What follows belongs to an exercise in optimizing a design on an open flow for small area, a short achievable clock period and few clock cycles; a production flow would make more cautious choices.

Setup of the baseline:
==> module modulo, before the edit <==
module modulo #(parameter DATA_WIDTH = 8, parameter NRIP = 4)(
  input  logic [DATA_WIDTH-1:0] hi,
  input  logic [DATA_WIDTH-1:0] lo,
  input  logic [DATA_WIDTH-1:0] modulant,
  output logic [DATA_WIDTH-1:0] out
);
logic [DATA_WIDTH-1:0] r [0:DATA_WIDTH];
assign r[0] = hi;
genvar i;
generate
  for (i = 0; i < DATA_WIDTH; i++) begin : g_step
    logic [DATA_WIDTH:0]   d;
    assign d = {r[i], lo[DATA_WIDTH-1-i]};
    if (i < DATA_WIDTH - NRIP) begin : g_fast
      logic [DATA_WIDTH+1:0] t;
      assign t = {1'b0, d} - {2'b00, modulant};
      assign r[i+1] = t[DATA_WIDTH+1] ? d[DATA_WIDTH-1:0] : t[DATA_WIDTH-1:0];
    end else begin : g_ripple
      logic [DATA_WIDTH+1:0] bw;
      logic [DATA_WIDTH:0]   df, mm;
      assign mm = {1'b0, modulant};
      assign bw[0] = 1'b0;
      for (genvar k = 0; k <= DATA_WIDTH; k++) begin : g_bit
        assign df[k]   = d[k] ^ mm[k] ^ bw[k];
        assign bw[k+1] = (~d[k] & mm[k]) | (~(d[k] ^ mm[k]) & bw[k]);
      end
      assign r[i+1] = bw[DATA_WIDTH+1] ? d[DATA_WIDTH-1:0] : df[DATA_WIDTH-1:0];
    end
  end
endgenerate
assign out = r[DATA_WIDTH];
endmodule
==> flow/config.mk <==
export PLATFORM = sky130hd
export DESIGN_NAME = accelerator_interface
export DESIGN_NICKNAME = accelerator_interface
export VERILOG_FILES = /design/flow/design.v
export SDC_FILE = /design/flow/constraint.sdc
export NUM_CORES = 4
export LEC_CHECK = 0
export CAP_MARGIN = 20
export CORE_MARGIN = 2
export CORE_UTILIZATION = 40
export SLEW_MARGIN = 20
==> flow/constraint.sdc <==
create_clock -name core_clock -period 120.0 [get_ports {clk}]
set_input_delay 24.0000 -clock core_clock [delete_from_list [all_inputs] [get_ports {clk}]]
set_output_delay 24.0000 -clock core_clock [all_outputs]
set_load 0.01 [all_outputs]
standard.sh (not shown) runs the stock make flow with config.mk's settings and CLKGATE_MAP_FILE= SYNTH_SCRIPT=/design/flow/synth_recipe.tcl, a recipe that flattens the netlist after the stock synthesis.
==> flow/flow/run.sh <==
#!/bin/bash
# Own layout flow: the standard layout (standard.sh) with two changes.
#  1. Synthesis runs the standard flow's synthesis script with ABC mapping for area
#     (flow/synth.tcl, flow/area.abc); registers come out as in the standard
#     synthesis, only the logic between them is mapped differently.
#  2. Port buffers are sky130_fd_sc_hd__buf_2 cells (buffer_ports -buffer_cell).
# Every step's full log is in orfs/logs/; make's own output is in flow_make.log.
set -euo pipefail
W=$(pwd)
export OWN_ABC_SCRIPT=$W/flow/area.abc
export OWN_ABC_D=22000
export SETUP_SLACK_MARGIN=94.9
export SETUP_MOVE_SEQUENCE=sizeup,swap
export BUFFER_PORTS_ARGS="-buffer_cell sky130_fd_sc_hd__buf_2"
sed "s#SYNTH_SCRIPT=[^ ]*#SYNTH_SCRIPT=$W/flow/synth.tcl#" standard.sh > own_standard.sh
grep -q "SYNTH_SCRIPT=$W/flow/synth.tcl" own_standard.sh
bash own_standard.sh > flow_make.log 2>&1
test -s out/final.def
==> flow/flow/area.abc <==
strash
dc2
dch
map -a
strash
dc2
dch
map -a
strash
dc2
dch
map -a
topo
stime -c
buffer -c
upsize -c
dnsize -c
==> flow/flow/synth.tcl <==
# The standard flow's synthesis script (synth_recipe.tcl) unchanged, except that ABC maps
# the logic with the script in $OWN_ABC_SCRIPT (delay target $OWN_ABC_D ps)
# in place of ORFS's abc_speed / abc_area script.
proc synth {args} { yosys synth -nofsm -noshare {*}$args }
proc abc {args} {
  set i [lsearch -exact $args -script]
  if {$i >= 0} { lset args [expr {$i + 1}] $::env(OWN_ABC_SCRIPT) }
  set i [lsearch -exact $args -D]
  if {$i >= 0} { set args [lreplace $args $i [expr {$i + 1}]] }
  if {[info exists ::env(OWN_ABC_D)]} { lappend args -D $::env(OWN_ABC_D) }
  yosys abc {*}$args
}
source $::env(SCRIPTS_DIR)/synth.tcl
# left out here: clear keep_hierarchy, flatten, clean up, hide names made inside functions, write 1_2_yosys.v
diff inputs: the baseline => the candidate
--- a/flow/design.v
+++ b/flow/design.v
@@ -1,5 +1,5 @@
-module modulo #(parameter DATA_WIDTH = 8, parameter NRIP = 4)(
+module modulo #(parameter DATA_WIDTH = 8, parameter NRIP = 8)(
   input  logic [DATA_WIDTH-1:0] hi,
   input  logic [DATA_WIDTH-1:0] lo,
   input  logic [DATA_WIDTH-1:0] modulant,
   output logic [DATA_WIDTH-1:0] out
Notes after the runs:
Number of ordinary and repair buffers in the finished layout, the candidate and the baseline: smaller value in the baseline
Cell count went down by more than 10% going from the baseline to the candidate.
Measured against each other, the candidate and the baseline differ in slack of the worst reg-to-reg path, the higher figure coming from the baseline.
The candidate ended up with f_sub as its origin of the worst setup path; the baseline ended up with r[0].
Between the candidate and the baseline, hold slack is lower for the candidate, the baseline comes in above that.
The candidate vs the baseline: routed wire length down by more than 10%
The ratio of final minimum period to clock period of the candidate is higher than that of the baseline.
Comparing the candidate and the baseline, synthesized cell count is higher on the baseline.
Function was not checked in any run of this note: the RTL went through the layout flow alone.

==> separate check: timing with driven ports <==
The results above use ideal ports. As a check the final layouts listed here were re-extracted and re-timed, cells and wires unchanged.
Step 1 assumes that a clkbuf_16 drives the clock port and a buf_2 every other input.
Step 2 also shifts input and output timing later by t, the mid clock arrival at the registers, as if the neighbouring blocks saw the same clock.
Slacks: no drivers / after step 1 / after step 2; pairs: no drivers / after step 1.
run	t, ns	slack for setup (ns)	clock arrival spread, ns	worst slew at a driven data input, ns
the baseline	0.324	94.432 / 94.432 / 94.432	0.011 / 0.011	0.04
the candidate	0.329	90.763 / 90.763 / 90.763	0.010 / 0.010	0.03
After both steps every run listed still meets setup and hold.
